Source: an optimization exercise on an open RTL-to-GDS flow (aim: small area, a short achievable clock period and few clock cycles). Production flows keep margins and buffers that such runs may drop. RTL that was checked went through simulation tests only; none was proved equivalent to the original.

## 02-03
==> flow/design.v (excerpt) <==
module proc (
   imem_addr, dmem_addr, dmem_wdata, dmem_we, halted,
   clk, rst, imem_data, dmem_rdata
   );
   input clk;
   input rst;
   input [15:0] imem_data;
   input [15:0] dmem_rdata;
   output [15:0] imem_addr;
   output [15:0] dmem_addr;
   output [15:0] dmem_wdata;
   output dmem_we;
   output halted;
   reg [15:0] ir;       
   reg        v;        
   reg        hf;       
   reg [15:0] pcn;      
   reg [15:0] ra;       
   reg [15:0] rb;       
   reg [15:0] rw;       
   reg        sub;      
   reg [15:0] r0, r1, r2, r3, r4, r5, r6, r7;
   wire [4:0] op = ir[15:11];
   wire [2:0] rs = ir[10:8];
   wire [2:0] rt = ir[7:5];
   wire [2:0] rd = ir[4:2];
   wire is_halt  = (op == 5'b00000);
   wire is_j     = (op[4:2] == 3'b001);                    
   wire is_link  = (op[4:1] == 4'b0011);                   
   wire is_br    = (op[4:2] == 3'b011);
   wire is_alui  = (op[4:2] == 3'b010);                    
   wire is_shi   = (op[4:2] == 3'b101);                    
   wire is_st    = (op == 5'b10000);
   wire is_ld    = (op == 5'b10001);
   wire is_slbi  = (op == 5'b10010);
   wire is_stu   = (op == 5'b10011);
   wire is_lbi   = (op == 5'b11000);
   wire is_btr   = (op == 5'b11001);
   wire is_shr   = (op == 5'b11010);
   wire is_arr   = (op == 5'b11011);
   wire is_set   = (op[4:2] == 3'b111);
   wire [16:0] s17 = {1'b0, ra} + {1'b0, rb};
   wire [15:0] sum = s17[15:0];
   wire cout = s17[16];
   wire [15:0] p = ra ^ rb;
   wire eq = &p;                                           
   wire le = (ra[15] ^ rb[15]) ? sum[15] : ra[15];         
   reg set_r;
   always @(*) begin
      case (op[1:0])
        2'b00: set_r = eq;
        2'b01: set_r = le & ~eq;
        2'b10: set_r = le;
        default: set_r = cout;
      endcase
   end
   wire [1:0] shop = is_shi ? op[1:0] : ir[1:0];          
   wire [3:0] amt  = rb[3:0];
  ...
Size: roughly 210 flip-flops, roughly 84 I/O pins.
Settings: LEC_CHECK=0, ABC_AREA=1, CAP_MARGIN=20, CORE_MARGIN=2, CORE_UTILIZATION=40, PLACE_DENSITY=0.6, SLEW_MARGIN=20; clock period 12.0 ns.
standard.sh (not shown) runs the stock make flow with config.mk's settings and CLKGATE_MAP_FILE= SYNTH_SCRIPT=/design/flow/synth_recipe.tcl, a recipe that flattens the netlist after the stock synthesis.
==> flow/flow/run.sh <==
#!/bin/bash
# The standard layout (the standard.sh: standard synthesis, ORFS floorplan to finish)
# with these changes:
#  - repair_timing aims at a larger setup slack (SETUP_SLACK_MARGIN) at the design's
#    unchanged clock period;
#  - every input and output port still gets its own buffer, a plain buf_2 instead of
#    the delay cell (clkdlybuf4s50_1) that buffer_ports picks by default;
#  - clock tree synthesis as ORFS runs it, without dummy loads.
set -euo pipefail
bash standard.sh SETUP_SLACK_MARGIN=7 \
  "BUFFER_PORTS_ARGS=-buffer_cell sky130_fd_sc_hd__buf_2" \
  "CTS_ARGS=-sink_clustering_enable -repair_clock_nets -dont_use_dummy_load" \
  finish > flow_make.log 2>&1
Looking at the reports, 02-03 completed the entire flow and the layout it produced met the timing, design-rule and antenna checks.
Testbench counts of 02-03, summed over its fixed seeds: cycles 36,069.
The inputs of 12-04 differ from those of 02-03 as listed below.
diff --git a/flow/design.v b/flow/design.v
--- a/flow/design.v
+++ b/flow/design.v
@@ -124,32 +124,30 @@
       endcase
    end
    wire take = v & (is_j | (is_br & bcond));
    assign imem_addr = take ? sum : pcn;
    wire [15:0] pcn_next = imem_addr + 16'd2;
    wire [15:0] fi = imem_data;
    wire [4:0] fop = fi[15:11];
    wire f_br  = (fop[4:2] == 3'b011);
    wire f_pc  = f_br | (fop[4:2] == 3'b001 && !fop[0]);    
    wire [2:0] fa = fi[10:8];
    wire [2:0] fb = f_br ? fi[10:8] : fi[7:5];
-   wire [7:0] fa1 = 8'b1 << fa;
-   wire [7:0] fb1 = 8'b1 << fb;
-   wire [15:0] rda = ({16{fa1[0]}} & r0) | ({16{fa1[1]}} & r1) | ({16{fa1[2]}} & r2) | ({16{fa1[3]}} & r3)
-                   | ({16{fa1[4]}} & r4) | ({16{fa1[5]}} & r5) | ({16{fa1[6]}} & r6) | ({16{fa1[7]}} & r7);
-   wire [15:0] rdb = ({16{fb1[0]}} & r0) | ({16{fb1[1]}} & r1) | ({16{fb1[2]}} & r2) | ({16{fb1[3]}} & r3)
-                   | ({16{fb1[4]}} & r4) | ({16{fb1[5]}} & r5) | ({16{fb1[6]}} & r6) | ({16{fb1[7]}} & r7);
    wire fwa = wen & (wsel == fa);
    wire fwb = wen & (wsel == fb);
-   wire [15:0] opa = fwa ? wdata : rda;
-   wire [15:0] opb = fwb ? wdata : rdb;
+   wire [7:0] fa1 = (8'b1 << fa) & {8{~fwa}};
+   wire [7:0] fb1 = (8'b1 << fb) & {8{~fwb}};
+   wire [15:0] opa = ({16{fwa}} & wdata) | ({16{fa1[0]}} & r0) | ({16{fa1[1]}} & r1) | ({16{fa1[2]}} & r2) | ({16{fa1[3]}} & r3)
+                   | ({16{fa1[4]}} & r4) | ({16{fa1[5]}} & r5) | ({16{fa1[6]}} & r6) | ({16{fa1[7]}} & r7);
+   wire [15:0] opb = ({16{fwb}} & wdata) | ({16{fb1[0]}} & r0) | ({16{fb1[1]}} & r1) | ({16{fb1[2]}} & r2) | ({16{fb1[3]}} & r3)
+                   | ({16{fb1[4]}} & r4) | ({16{fb1[5]}} & r5) | ({16{fb1[6]}} & r6) | ({16{fb1[7]}} & r7);
    wire f_sub = (fop == 5'b01001) | (fop == 5'b11011 && fi[1:0] == 2'b01)
               | (fop[4:2] == 3'b111 && fop[1:0] != 2'b11);
    reg [15:0] fimm;
    always @(*) begin
       if (fop[4:2] == 3'b001) fimm = fop[0] ? {8'h00, fi[7:0]} : {{5{fi[10]}}, fi[10:0]};
       else if (f_br) fimm = {{8{fi[7]}}, fi[7:0]};
       else fimm = {{11{fi[4]}}, fi[4:0]};
    end
    wire [15:0] fb_val = (fop[4] & fop[3]) ? opb : fimm;
    always @(posedge clk) begin
       ir  <= fi;
Results
- 02-03 has lower net count of the finished layout than 12-04.
- In 12-04, the area of the core came out about 6% above the value in 02-03.
- Summary of 12-04 over 02-03: simple logic cell fraction of the synthesized area increased 8.8 points, worst setup slack increased 0.030 ns.
- Higher met3 global-route usage among 02-03 and 12-04: 12-04
- 12-04 against 02-03; total number of placement rows is up by a few percent.
- On clock-pin transition on the worst setup and hold timing paths, 02-03 and 12-04 are neck and neck.
The RTL of 12-04 was laid out without a check of its function.

========
Setup of rev 12:
The RTL this note starts from:
==> flow/design.v <==
module proc (
   imem_addr, dmem_addr, dmem_wdata, dmem_we, halted,
   clk, rst, imem_data, dmem_rdata
   );
   input clk;
   input rst;
   input [15:0] imem_data;
   input [15:0] dmem_rdata;
   output [15:0] imem_addr;
   output [15:0] dmem_addr;
   output [15:0] dmem_wdata;
   output dmem_we;
   output halted;
   reg [15:0] ir;       
   reg        v;        
   reg        hf;       
   reg [15:0] pcn;      
   reg [15:0] ra;       
   reg [15:0] rb;       
   reg [15:0] rw;       
   reg        sub;      
   reg [15:0] r0, r1, r2, r3, r4, r5, r6, r7;
   wire [4:0] op = ir[15:11];
   wire [2:0] rs = ir[10:8];
   wire [2:0] rt = ir[7:5];
   wire [2:0] rd = ir[4:2];
   wire is_halt  = (op == 5'b00000);
   wire is_j     = (op[4:2] == 3'b001);                    
   wire is_link  = (op[4:1] == 4'b0011);                   
   wire is_br    = (op[4:2] == 3'b011);
   wire is_alui  = (op[4:2] == 3'b010);                    
   wire is_shi   = (op[4:2] == 3'b101);                    
   wire is_st    = (op == 5'b10000);
   wire is_ld    = (op == 5'b10001);
   wire is_slbi  = (op == 5'b10010);
   wire is_stu   = (op == 5'b10011);
   wire is_lbi   = (op == 5'b11000);
   wire is_btr   = (op == 5'b11001);
   wire is_shr   = (op == 5'b11010);
   wire is_arr   = (op == 5'b11011);
   wire is_set   = (op[4:2] == 3'b111);
   wire [15:0] p = ra ^ rb;
   wire [15:0] g = ra & rb;
   wire [15:0] g1, p1, g2, p2, g3, p3, g4, p4;
   genvar gi;
   generate for (gi = 0; gi < 16; gi = gi + 1) begin : g_pfx
      if (gi % 2 == 1) begin : l1a
         assign g1[gi] = g[gi] | (p[gi] & g[gi - 1]);
         assign p1[gi] = p[gi] & p[gi - 1];
      end else begin : l1b
         assign g1[gi] = g[gi]; assign p1[gi] = p[gi];
      end
      if (gi % 4 >= 2) begin : l2a
         assign g2[gi] = g1[gi] | (p1[gi] & g1[gi - (gi % 4) + 1]);
         assign p2[gi] = p1[gi] & p1[gi - (gi % 4) + 1];
      end else begin : l2b
         assign g2[gi] = g1[gi]; assign p2[gi] = p1[gi];
      end
      if (gi % 8 >= 4) begin : l3a
         assign g3[gi] = g2[gi] | (p2[gi] & g2[gi - (gi % 8) + 3]);
         assign p3[gi] = p2[gi] & p2[gi - (gi % 8) + 3];
      end else begin : l3b
         assign g3[gi] = g2[gi]; assign p3[gi] = p2[gi];
      end
      if (gi >= 8) begin : l4a
         assign g4[gi] = g3[gi] | (p3[gi] & g3[7]);
      end else begin : l4b
         assign g4[gi] = g3[gi];
      end
   end endgenerate
   wire [15:0] sum = p ^ {g4[14:0], 1'b0};
   wire cout = g4[15];
   wire eq = &p;                                           
   wire le = (ra[15] ^ rb[15]) ? sum[15] : ra[15];         
   reg set_r;
   always @(*) begin
      case (op[1:0])
        2'b00: set_r = eq;
        2'b01: set_r = le & ~eq;
        2'b10: set_r = le;
        default: set_r = cout;
      endcase
   end
   wire [1:0] shop = is_shi ? op[1:0] : ir[1:0];          
   wire [3:0] amt  = rb[3:0];
   wire left = ~shop[1];
   wire [15:0] arev;
   generate for (gi = 0; gi < 16; gi = gi + 1) begin : g_rev
      assign arev[gi] = ra[15 - gi];
   end endgenerate
   wire [15:0] sx = left ? arev : ra;
   wire [15:0] s1 = amt[0] ? {sx[0], sx[15:1]} : sx;
   wire [15:0] s2 = amt[1] ? {s1[1:0], s1[15:2]} : s1;
   wire [15:0] s3 = amt[2] ? {s2[3:0], s2[15:4]} : s2;
   wire [15:0] s4 = amt[3] ? {s3[7:0], s3[15:8]} : s3;
   wire [15:0] mask = 16'hFFFF >> amt;
   wire [15:0] sm = shop[0] ? (s4 & mask) : s4;
   wire [15:0] smrev;
   generate for (gi = 0; gi < 16; gi = gi + 1) begin : g_rev2
      assign smrev[gi] = sm[15 - gi];
   end endgenerate
   wire [15:0] shift_r = left ? smrev : sm;
   wire lxor = is_alui ? ~op[0] : ~ir[0];
   wire [15:0] logic_r = lxor ? p : (p & ra);
   wire sel_sum = (is_alui & ~op[1]) | is_stu | (is_arr & ~ir[1]);
   wire sel_log = (is_alui & op[1]) | (is_arr & ir[1]);
   wire sel_sh  = is_shi | is_shr;
   wire [15:0] wdata = ({16{sel_sum}} & (sum ^ {16{sub}}))
                     | ({16{sel_log}} & logic_r)
                     | ({16{sel_sh}}  & shift_r)
                     | {15'h0000, is_set & set_r}
                     | ({16{is_btr}}  & arev)
                     | ({16{is_slbi}} & {ra[7:0], ir[7:0]})
                     | ({16{is_lbi}}  & {{8{ir[7]}}, ir[7:0]})
                     | ({16{is_ld}}   & dmem_rdata)
                     | ({16{is_link}} & pcn);
   wire act = v & ~hf;
   wire wen = act & (is_alui | is_shi | is_ld | is_slbi | is_stu | op[4:3] == 2'b11 | is_link);
   reg [2:0] wsel;
   always @(*) begin
      if (is_link) wsel = 3'd7;
      else if (is_alui | is_shi | is_ld) wsel = rt;
      else if (is_stu | is_slbi | is_lbi) wsel = rs;
      else wsel = rd;
   end
   wire [15:0] wd = rst ? 16'h0000 : wdata;
   wire [7:0] wdec = 8'b1 << wsel;
   wire [7:0] we = {8{rst}} | ({8{wen}} & wdec);
   always @(posedge clk) begin
      if (we[0]) r0 <= wd;
      if (we[1]) r1 <= wd;
      if (we[2]) r2 <= wd;
      if (we[3]) r3 <= wd;
      if (we[4]) r4 <= wd;
      if (we[5]) r5 <= wd;
      if (we[6]) r6 <= wd;
      if (we[7]) r7 <= wd;
   end
   assign dmem_addr  = sum;
   assign dmem_wdata = rw;
   assign dmem_we    = act & (is_st | is_stu);
   wire wz = ~|rw;
   reg bcond;
   always @(*) begin
      case (op[1:0])
        2'b00: bcond = wz;
        2'b01: bcond = ~wz;
        2'b10: bcond = rw[15];
        default: bcond = ~rw[15];
      endcase
   end
   wire take = v & (is_j | (is_br & bcond));
   assign imem_addr = take ? sum : pcn;
   wire [15:0] pcn_next = imem_addr + 16'd2;
   wire [15:0] fi = imem_data;
   wire [4:0] fop = fi[15:11];
   wire f_br  = (fop[4:2] == 3'b011);
   wire f_pc  = f_br | (fop[4:2] == 3'b001 && !fop[0]);    
   wire [2:0] fa = fi[10:8];
   wire [2:0] fb = f_br ? fi[10:8] : fi[7:5];
   wire [7:0] fa1 = 8'b1 << fa;
   wire [7:0] fb1 = 8'b1 << fb;
   wire [15:0] rda = ({16{fa1[0]}} & r0) | ({16{fa1[1]}} & r1) | ({16{fa1[2]}} & r2) | ({16{fa1[3]}} & r3)
                   | ({16{fa1[4]}} & r4) | ({16{fa1[5]}} & r5) | ({16{fa1[6]}} & r6) | ({16{fa1[7]}} & r7);
   wire [15:0] rdb = ({16{fb1[0]}} & r0) | ({16{fb1[1]}} & r1) | ({16{fb1[2]}} & r2) | ({16{fb1[3]}} & r3)
                   | ({16{fb1[4]}} & r4) | ({16{fb1[5]}} & r5) | ({16{fb1[6]}} & r6) | ({16{fb1[7]}} & r7);
   wire fwa = wen & (wsel == fa);
   wire fwb = wen & (wsel == fb);
   wire [15:0] opa = fwa ? wdata : rda;
   wire [15:0] opb = fwb ? wdata : rdb;
   wire f_sub = (fop == 5'b01001) | (fop == 5'b11011 && fi[1:0] == 2'b01)
              | (fop[4:2] == 3'b111 && fop[1:0] != 2'b11);
   reg [15:0] fimm;
   always @(*) begin
      if (fop[4:2] == 3'b001) fimm = fop[0] ? {8'h00, fi[7:0]} : {{5{fi[10]}}, fi[10:0]};
      else if (f_br) fimm = {{8{fi[7]}}, fi[7:0]};
      else fimm = {{11{fi[4]}}, fi[4:0]};
   end
   wire [15:0] fb_val = (fop[4] & fop[3]) ? opb : fimm;
   always @(posedge clk) begin
      ir  <= fi;
      ra  <= f_pc ? pcn_next : opa;
      rb  <= fb_val ^ {16{f_sub}};
      rw  <= opb;
      sub <= f_sub;
   end
   always @(posedge clk) begin
      if (rst) begin
         v   <= 1'b0;
         hf  <= 1'b0;
         pcn <= 16'h0000;
      end else begin
         v   <= 1'b1;
         hf  <= hf | (v & is_halt);
         pcn <= pcn_next;
      end
   end
   assign halted = hf | (v & is_halt);
endmodule
Settings: LEC_CHECK=0, ABC_AREA=1, CAP_MARGIN=20, CORE_MARGIN=2, CORE_UTILIZATION=40, PLACE_DENSITY=0.6, SLEW_MARGIN=20, TNS_END_PERCENT=0; clock period 12.0 ns.
==> flow/flow/run.sh <==
#!/bin/bash
# The standard layout (the standard.sh: standard synthesis, ORFS floorplan to finish)
# with these changes:
#  - ABC maps the logic with flow/abc_area.script (ABC_AREA is 1) instead of ORFS's
#    abc_area.script; ORFS's scripts are copied into the work folder for that, nothing
#    else in them changes, and the registers are those of the standard synthesis;
#  - repair_timing aims at a larger setup slack (SETUP_SLACK_MARGIN) at the design's
#    unchanged clock period;
#  - every input and output port still gets its own buffer, a plain buf_2 instead of
#    the delay cell (clkdlybuf4s50_1) that buffer_ports picks by default;
#  - clock tree synthesis without dummy loads.
set -euo pipefail
rm -rf orfs_scripts
cp -r "$FLOW_HOME/scripts" orfs_scripts
cp flow/abc_area.script orfs_scripts/abc_area.script
bash standard.sh SCRIPTS_DIR="$PWD/orfs_scripts" SETUP_SLACK_MARGIN=7 \
  "BUFFER_PORTS_ARGS=-buffer_cell sky130_fd_sc_hd__buf_2" \
  "CTS_ARGS=-sink_clustering_enable -repair_clock_nets -dont_use_dummy_load " \
  finish > flow_make.log 2>&1
==> flow/flow/abc_area.script <==
strash
dc2
balance
dch
map -B 0.9
topo
stime -c
buffer -c
upsize -c
dnsize -c
Testbench counts of rev 12, summed over its fixed seeds: cycles 36,069.
The following lists how rev 13 was set up differently from rev 12:
--- a/flow/design.v
+++ b/flow/design.v
@@ -38,39 +38,12 @@
    wire is_btr   = (op == 5'b11001);
    wire is_shr   = (op == 5'b11010);
    wire is_arr   = (op == 5'b11011);
    wire is_set   = (op[4:2] == 3'b111);
+   wire [16:0] s17 = {1'b0, ra} + {1'b0, rb};
+   wire [15:0] sum = s17[15:0];
+   wire cout = s17[16];
    wire [15:0] p = ra ^ rb;
-   wire [15:0] g = ra & rb;
-   wire [15:0] g1, p1, g2, p2, g3, p3, g4, p4;
-   genvar gi;
-   generate for (gi = 0; gi < 16; gi = gi + 1) begin : g_pfx
-      if (gi % 2 == 1) begin : l1a
-         assign g1[gi] = g[gi] | (p[gi] & g[gi - 1]);
-         assign p1[gi] = p[gi] & p[gi - 1];
-      end else begin : l1b
-         assign g1[gi] = g[gi]; assign p1[gi] = p[gi];
-      end
-      if (gi % 4 >= 2) begin : l2a
-         assign g2[gi] = g1[gi] | (p1[gi] & g1[gi - (gi % 4) + 1]);
-         assign p2[gi] = p1[gi] & p1[gi - (gi % 4) + 1];
-      end else begin : l2b
-         assign g2[gi] = g1[gi]; assign p2[gi] = p1[gi];
-      end
-      if (gi % 8 >= 4) begin : l3a
-         assign g3[gi] = g2[gi] | (p2[gi] & g2[gi - (gi % 8) + 3]);
-         assign p3[gi] = p2[gi] & p2[gi - (gi % 8) + 3];
-      end else begin : l3b
-         assign g3[gi] = g2[gi]; assign p3[gi] = p2[gi];
-      end
-      if (gi >= 8) begin : l4a
-         assign g4[gi] = g3[gi] | (p3[gi] & g3[7]);
-      end else begin : l4b
-         assign g4[gi] = g3[gi];
-      end
-   end endgenerate
-   wire [15:0] sum = p ^ {g4[14:0], 1'b0};
-   wire cout = g4[15];
    wire eq = &p;                                           
    wire le = (ra[15] ^ rb[15]) ? sum[15] : ra[15];         
    reg set_r;
    always @(*) begin
@@ -84,8 +57,9 @@
    wire [1:0] shop = is_shi ? op[1:0] : ir[1:0];          
    wire [3:0] amt  = rb[3:0];
    wire left = ~shop[1];
    wire [15:0] arev;
+   genvar gi;
    generate for (gi = 0; gi < 16; gi = gi + 1) begin : g_rev
       assign arev[gi] = ra[15 - gi];
    end endgenerate
    wire [15:0] sx = left ? arev : ra;
### Flow results
Every stage of the flow completed for rev 12, and the final layout passed the timing, design-rule and antenna checks. Looking at the reports, rev 13 completed the entire flow and the layout it produced met the timing, design-rule and antenna checks. The clock network latency to the later pin of the worst-skew pair in rev 13 sits 0.02 ns below the value recorded for rev 12. Per the comparison of rev 13 with rev 12, number of placement rows went down, total track usage shows a reduction of 0.60 points, number of filler cells placed in the layout now smaller. Diff rev 12 -> rev 13: multiplexer fraction of the synthesized cell area increased by 0.56 points relative to the old numbers; worst setup slack decreased by 0.50 ns relative to the old numbers.
Testbench counts of rev 13, summed over its fixed seeds: cycles 36,069.

what the ideal ports hide:
No port has a modelled driver above. Below, the same layouts with a new extraction and two added sets of constraints.
Step 1 sets driving cells, clkbuf_16 on the clock port and buf_2 on the other inputs (assumed; they add their load-dependent delay and slew).
Step 2 adds t to the input delays and takes it off the output delays; t is the mean of the earliest and latest rising clock arrival at the registers after step 1. Input paths then give back, and output paths get back, about the clock's delay inside the block.
Slacks: ideal / step 1 / step 2; pairs: ideal / step 1.
run	t, ns	slack for setup (ns)	worst slew at a driven data input, ns
02-03	0.564	6.992 / 6.943 / 6.720	0.04
12-04	0.577	7.022 / 6.971 / 6.648	0.03
rev 12	0.558	6.583 / 6.537 / 6.352	0.04
rev 13	0.551	6.083 / 6.031 / 5.941	0.03
After both steps setup and hold are still met in every run listed. The setup slack of 12-04, which loses most, moves by -0.051 ns with the drivers and by -0.374 ns with both steps.
